Background: an optimization exercise with open tools, aiming at small area. Do not read the settings as production practice.
In this exercise RTL edits were held to simulation tests only and were not proved equivalent to the original.
Power and IR drop assume default switching activity.

==> module posit_mult_32_4, before the edit <==
module posit_mult_32_4 (
  input  wire        clk,
  input  wire [31:0] in1,
  input  wire [31:0] in2,
  input  wire        start,
  output wire [31:0] out,
  output wire        inf,
  output wire        zero,
  output wire        done
);
  reg  [6:0] cnt;
  wire [6:0] cnt_inc;
  pm_inc #(7) u_cinc (.a(cnt), .s(cnt_inc));
  wire c_lo_0  = (cnt[4:0] == 5'd0);
  wire ph_fill = ~cnt[6] & ~cnt[5];                   
  wire ph_wr   = cnt[6] & cnt[5];                     
  wire ph_b    = cnt[6] & ~cnt[5];                    
  wire at32    = ~cnt[6] & cnt[5] & c_lo_0;
  wire at64    = ph_b & c_lo_0;                       
  wire at65    = ph_b & (cnt[4:0] == 5'd1);           
  wire at66    = ph_b & (cnt[4:0] == 5'd2);           
  wire last    = ph_wr & (&cnt[4:0]);                 
  wire e1add   = ph_fill & cnt[4] & cnt[3] & cnt[2];       
  reg  [28:0] acc;
  reg  [6:0]  RA;       
  wire        fin = at66 & ~acc[28];                  
  always @(posedge clk)
    cnt <= at66 ? (acc[28] ? 7'd66 : 7'd96) : cnt_inc;
  wire s1 = in1[31], s2 = in2[31];
  reg  nz1, nz2;        
  assign inf  = (s1 & ~nz1) | (s2 & ~nz2);
  assign zero = ~s1 & ~nz1 & ~s2 & ~nz2;
  assign done = start;
  wire special = inf | ~nz1 | ~nz2;
  wire ms = s1 ^ s2;
  wire rc1 = in1[30] ^ s1, rc2 = in2[30] ^ s2;
  reg  [4:0]  FJ;       
  reg         A;        
  reg         NC;       
  reg  [27:3] M1;       
  wire [4:0]  FJ_inc;
  pm_inc #(5) u_fjinc (.a(FJ), .s(FJ_inc));
  wire        ph_m   = ~cnt[6] & cnt[5];              
  wire        scan2  = ph_m & ~c_lo_0;                
  wire        e2ph   = &FJ[4:2];                      
  wire        e2rd   = A & e2ph & scan2;
  wire        frac2  = A & ~e2ph & scan2;
  wire [4:0]  idx    = (ph_fill ? A : frac2) ? FJ : ~cnt[4:0];
  wire [31:0] v1 = {in1[30], in1[30:0]};
  wire [31:0] v2 = {in2[30], in2[30:0]};
  wire        raw1 = v1[idx];
  wire        mux2 = v2[idx];
  wire        scan = ~A & (ph_fill | ph_m);
  wire        term = scan & (ph_fill ? (raw1 ^ in1[30]) : (mux2 ^ in2[30]));
  wire        run  = scan & ~term & ~c_lo_0;           
  wire        term1 = term & ph_fill;
  wire        rcs  = ph_fill ? rc1 : rc2;
  wire        x1bit = A ? (raw1 ^ s1) : s1;
  wire        x2bit = mux2 ^ (s2 & NC);
  wire        sgr = A;
  wire        C = NC;
  always @(posedge clk) begin
    if (last) begin
      A <= 1'b0; FJ <= 5'd0;
    end else if (at32) begin
      A <= 1'b0; FJ <= 5'd28;
    end else begin
      if (term) A <= 1'b1;
      if (fin) A <= RA[6];
      if (A & (ph_fill | ph_m)) FJ <= FJ_inc;
    end
    if (ph_fill & ~e1add) M1 <= {x1bit, M1[27:4]};
    if (ph_fill & (&cnt[4:0])) nz1 <= in1[30] | A | term1;
    if (at64) nz2 <= in2[30] | A;
  end
  reg         bq;       
  reg         bqs;      
  wire        bnext = frac2 ? x2bit : at64;
  always @(posedge clk) begin
    bq  <= bnext;
    bqs <= bnext & s1;
  end
  reg         S, D0, D1;
  wire [28:0] addend = {bq, M1[27:3] & {25{bq}}, 3'b000};
  wire [25:3] sum_lo;
  wire        chi;
  pm_add #(23) u_lo (.a(acc[25:3]), .b(addend[25:3]), .ci(bqs), .s(sum_lo), .co(chi));
  wire [2:0]  hi0, hi1;
  wire        co0, co1;
  pm_add #(3) u_hi (.a(acc[28:26]), .b(addend[28:26]), .ci(1'b0), .s(hi0), .co(co0));
  pm_inc1 #(3) u_hi1 (.a(hi0), .ci(1'b1), .s(hi1), .co(co1));
  wire [28:0] sum = {chi ? hi1 : hi0, sum_lo, acc[2:0]};
  wire        sum_co = chi ? (co0 | co1) : co0;
  reg         ovf;
  always @(posedge clk) if (at65) ovf <= sum_co;
  wire        c2 = s2 & ~NC;
  reg  [3:0]  RL;
  wire        big = RA[6] ? (~RA[5] | (RA[4:1] == 4'd0)) : (RA[5] | (&RA[4:1]));
  wire [6:0]  ra_clamp = big ? (RA[6] ? 7'b1100001 : 7'b0011110) : RA;
  wire        eb1 = e1add & x1bit;
  wire        eb2 = e2rd & (mux2 ^ s2);
  wire [1:0]  ep = e1add ? cnt[1:0] : ~FJ[1:0];
  wire        eb = eb1 | eb2;
  wire        pend = ~A | e2ph;                       
  wire        p16 = at64 & pend & s2 & (~A | (FJ[1:0] == 2'd0));
  wire [3:0]  p64 = pend ? ({4{s2 & A}} & {FJ[1:0] == 2'd1, FJ[1:0] == 2'd2,
                                            FJ[1:0] == 2'd3, 1'b0})
                         : {3'b000, c2};
  wire [3:0]  lo_add = ({4{eb}} & {ep == 2'd3, ep == 2'd2, ep == 2'd1, ep == 2'd0})
                     | ({4{at64}} & p64) | {3'b000, at66 & acc[28]};
  wire        up = (run & rcs) | p16 | ph_wr;
  wire        dn = run & ~rcs;
  wire [10:0] ex_sum;
  wire        ex_co;
  pm_add #(11) u_ex (.a({RA, RL}), .b({{6{dn}}, up | dn, lo_add}), .ci(1'b0),
                     .s(ex_sum), .co(ex_co));
  always @(posedge clk) begin
    if (last) begin
      RA <= (rc1 & rc2) ? 7'b1111110 : ((rc1 | rc2) ? 7'b1111111 : 7'b0000000);
      RL <= 4'd0;
    end else if (fin) RA <= ra_clamp ^ {7{~RA[6]}};     
    else {RA, RL} <= ex_sum;
  end
  wire [3:0]  e_o = RL;
  wire [4:0]  oi = RA[4:0];
  wire        W = ~RA[6];                             
  wire [4:0]  cl = cnt[4:0];
  wire        esel = ph_wr & cl[4] & cl[3] & (cl[2:1] != 2'b00);    
  wire        ebit = cl[2] ? (cl[1] ? (cl[0] ? ~sgr : sgr) : (cl[0] ? e_o[3] : e_o[2]))
                           : (cl[0] ? e_o[1] : e_o[0]);
  wire        src = esel ? ebit : sum[0];
  always @(posedge clk) begin
    acc <= {sum_co, sum[28:1]};
    D1 <= src;
    D0 <= D1;
    S  <= ~ph_fill & (S | D0);
  end
  wire        L = src, G = D1, R = D0, St = S;
  wire        first = (oi == 5'd0);
  wire        rnd_en = ~(cl[4] & cl[3] & (cl[2:1] != 2'b00));       
  wire        ulp = rnd_en & G & (L | R | St);
  wire        cin = first ? ((G ^ ms) & (ulp ^ ms)) : C;
  wire        yv = (L ^ ms) ^ cin;
  wire        val = ~special & (W ? yv : (~sgr ^ ms));
  reg  [30:0] outr;
  always @(posedge clk)
    NC <= last ? 1'b0 : (ph_wr ? ((L ^ ms) & cin) : (frac2 ? (NC | mux2) : NC));
  genvar gi;
  generate for (gi = 0; gi < 31; gi = gi + 1) begin : g_out
    always @(posedge clk) if (ph_wr & (oi == gi)) outr[gi] <= val;
  end endgenerate
  assign out = {special ? inf : ms, outr};
endmodule
export LEC_CHECK = 0
export CAP_MARGIN = 20
export CORE_MARGIN = 2
export CORE_UTILIZATION = 60
export SLEW_MARGIN = 20
create_clock -name core_clock -period 10.0 [get_ports {clk}]
standard.sh (not shown) runs the stock make flow with config.mk's settings and CLKGATE_MAP_FILE= SYNTH_SCRIPT=/design/flow/synth_recipe.tcl, a recipe that flattens the netlist after the stock synthesis.
==> flow/flow/run.sh <==
#!/bin/bash
# Layout flow: the standard layout (standard.sh) with three changes.
#  - Synthesis: flow/synth.tcl, the standard synthesis script with ABC run
#    on an area-oriented script (flow/area.abc).
#  - Port buffers: buffer_ports uses sky130_fd_sc_hd__buf_1 instead of the
#    clkdlybuf4s50_1 delay cell it picks by default; every port still gets
#    its own buffer.
#  - Clock tree: clkbuf_4 buffers and no dummy loads.
# make's full output goes to flow_make.log in this folder; the ORFS step logs
# stay under orfs/logs/.
set -euo pipefail
export AREA_ABC_SCRIPT="$PWD/flow/area.abc"
bash standard.sh \
  "SYNTH_SCRIPT=$PWD/flow/synth.tcl" \
  "BUFFER_PORTS_ARGS=-buffer_cell sky130_fd_sc_hd__buf_1" \
  "CTS_ARGS=-sink_clustering_enable -repair_clock_nets -buf_list sky130_fd_sc_hd__clkbuf_4 -dont_use_dummy_load" \
  finish > flow_make.log 2>&1
==> flow/flow/area.abc <==
&get -n
&st
&syn2
&dch
&put
amap
==> flow/flow/synth.tcl <==
# The standard synthesis (synth_recipe.tcl), with one change: ABC maps the
# logic with an area-oriented script (area.abc, beside this file) instead of
# ORFS's delay-oriented one. Registers are made before ABC runs, so their
# names and cells are those of the standard synthesis.
proc synth {args} { yosys synth -nofsm -noshare {*}$args }
proc abc {args} {
  set i [lsearch -exact $args -script]
  if {$i >= 0} { lset args [expr {$i+1}] $::env(AREA_ABC_SCRIPT) }
  yosys abc {*}$args
}
source $::env(SCRIPTS_DIR)/synth.tcl
# left out here: clear keep_hierarchy, flatten, clean up, hide names made inside functions, write 1_2_yosys.v
The baseline completed with no timing, DRC or antenna violations.
Next try:
--- a/flow/design.v
+++ b/flow/design.v
@@ -17,7 +17,6 @@
   wire ph_b    = cnt[6] & ~cnt[5];                    
   wire at32    = ~cnt[6] & cnt[5] & c_lo_0;
   wire at64    = ph_b & c_lo_0;                       
-  wire at65    = ph_b & (cnt[4:0] == 5'd1);           
   wire at66    = ph_b & (cnt[4:0] == 5'd2);           
   wire last    = ph_wr & (&cnt[4:0]);                 
   wire e1add   = ph_fill & cnt[4] & cnt[3] & cnt[2];       
@@ -25,7 +24,11 @@
   reg  [6:0]  RA;       
   wire        fin = at66 & ~acc[28];                  
   always @(posedge clk)
-    cnt <= at66 ? (acc[28] ? 7'd66 : 7'd96) : cnt_inc;
+    if (~last) begin
+      if (~at66)        cnt <= cnt_inc;
+      else if (acc[28]) cnt <= 7'd66;
+      else              cnt <= 7'd96;
+    end else            cnt <= 7'd0;
   wire s1 = in1[31], s2 = in2[31];
   reg  nz1, nz2;        
   assign inf  = (s1 & ~nz1) | (s2 & ~nz2);
@@ -60,14 +63,14 @@
   wire        sgr = A;
   wire        C = NC;
   always @(posedge clk) begin
-    if (last) begin
-      A <= 1'b0; FJ <= 5'd0;
-    end else if (at32) begin
-      A <= 1'b0; FJ <= 5'd28;
-    end else begin
+    if (~last & ~at32) begin
       if (term) A <= 1'b1;
       if (fin) A <= RA[6];
       if (A & (ph_fill | ph_m)) FJ <= FJ_inc;
+    end else begin
+      A <= 1'b0;
+      if (~at32) FJ <= 5'd0;
+      else       FJ <= 5'd28;
     end
     if (ph_fill & ~e1add) M1 <= {x1bit, M1[27:4]};
     if (ph_fill & (&cnt[4:0])) nz1 <= in1[30] | A | term1;
@@ -80,7 +83,7 @@
     bq  <= bnext;
     bqs <= bnext & s1;
   end
-  reg         S, D0, D1;
+  reg         S, D1;    
   wire [28:0] addend = {bq, M1[27:3] & {25{bq}}, 3'b000};
   wire [25:3] sum_lo;
   wire        chi;
@@ -91,8 +94,6 @@
   pm_inc1 #(3) u_hi1 (.a(hi0), .ci(1'b1), .s(hi1), .co(co1));
   wire [28:0] sum = {chi ? hi1 : hi0, sum_lo, acc[2:0]};
   wire        sum_co = chi ? (co0 | co1) : co0;
-  reg         ovf;
-  always @(posedge clk) if (at65) ovf <= sum_co;
   wire        c2 = s2 & ~NC;
   reg  [3:0]  RL;
   wire        big = RA[6] ? (~RA[5] | (RA[4:1] == 4'd0)) : (RA[5] | (&RA[4:1]));
@@ -108,18 +109,20 @@
                          : {3'b000, c2};
   wire [3:0]  lo_add = ({4{eb}} & {ep == 2'd3, ep == 2'd2, ep == 2'd1, ep == 2'd0})
                      | ({4{at64}} & p64) | {3'b000, at66 & acc[28]};
-  wire        up = (run & rcs) | p16 | ph_wr;
+  wire        up = (run & rcs & ~(cnt[4:0] == 5'd1)) | p16 | ph_wr;
   wire        dn = run & ~rcs;
   wire [10:0] ex_sum;
   wire        ex_co;
   pm_add #(11) u_ex (.a({RA, RL}), .b({{6{dn}}, up | dn, lo_add}), .ci(1'b0),
                      .s(ex_sum), .co(ex_co));
   always @(posedge clk) begin
-    if (last) begin
-      RA <= (rc1 & rc2) ? 7'b1111110 : ((rc1 | rc2) ? 7'b1111111 : 7'b0000000);
+    if (~last) begin
+      if (fin) RA <= ra_clamp ^ {7{~RA[6]}};           
+      else {RA, RL} <= ex_sum;
+    end else begin
+      RA <= 7'd0;
       RL <= 4'd0;
-    end else if (fin) RA <= ra_clamp ^ {7{~RA[6]}};     
-    else {RA, RL} <= ex_sum;
+    end
   end
   wire [3:0]  e_o = RL;
   wire [4:0]  oi = RA[4:0];
@@ -132,19 +135,19 @@
   always @(posedge clk) begin
     acc <= {sum_co, sum[28:1]};
     D1 <= src;
-    D0 <= D1;
-    S  <= ~ph_fill & (S | D0);
+    S  <= ~ph_fill & (S | D1);
   end
-  wire        L = src, G = D1, R = D0, St = S;
+  wire        L = src, G = D1, RSt = S;               
   wire        first = (oi == 5'd0);
   wire        rnd_en = ~(cl[4] & cl[3] & (cl[2:1] != 2'b00));       
-  wire        ulp = rnd_en & G & (L | R | St);
+  wire        ulp = rnd_en & G & (L | RSt);
   wire        cin = first ? ((G ^ ms) & (ulp ^ ms)) : C;
   wire        yv = (L ^ ms) ^ cin;
   wire        val = ~special & (W ? yv : (~sgr ^ ms));
   reg  [30:0] outr;
   always @(posedge clk)
-    NC <= last ? 1'b0 : (ph_wr ? ((L ^ ms) & cin) : (frac2 ? (NC | mux2) : NC));
+    if (~last) NC <= ph_wr ? ((L ^ ms) & cin) : (frac2 ? (NC | mux2) : NC);
+    else       NC <= 1'b0;
   genvar gi;
   generate for (gi = 0; gi < 31; gi = gi + 1) begin : g_out
     always @(posedge clk) if (ph_wr & (oi == gi)) outr[gi] <= val;
Effect: The changed run finished clean. Worst hold slack stays flat. Non-clock buffer count climbs by 2. Via count drops by 1.8%. Register-to-register slack gains 120 ps. Die area hardly moves. Worst setup slack gains 120 ps. Synthesized cell count drops by 0.97%. Routed wire length drops by 4.1%. Area after synthesis is about the same. Sequential share of layout area climbs by 0.41 points. Power drops by 5.8%.

## separate check: timing with driven ports
In the flow no input, the clock included, has a driving cell. The finished layouts below were timed again as built, in two steps.
Step 1: set_driving_cell puts a clkbuf_16 on clk and a buf_2 on each other input, an assumption about the parent block.
Step 2 moves the port delays by t, midway between the first and last clock arrival at a register: inputs arrive t later, outputs are due t later. That takes back most of the time a late clock gives input paths.
Three values: ideal ports, drivers, drivers and shift; two values: the first two.
| run | t, ns | slack for setup (ns) | latest minus earliest clock arrival (ns) |
|---|---|---|---|
| the first run | 0.516 | 0.471 / 0.471 / 0.471 | 0.031 / 0.032 |
| the second run | 0.520 | 0.589 / 0.589 / 0.589 | 0.049 / 0.048 |
After both steps setup and hold are still met in every run listed.
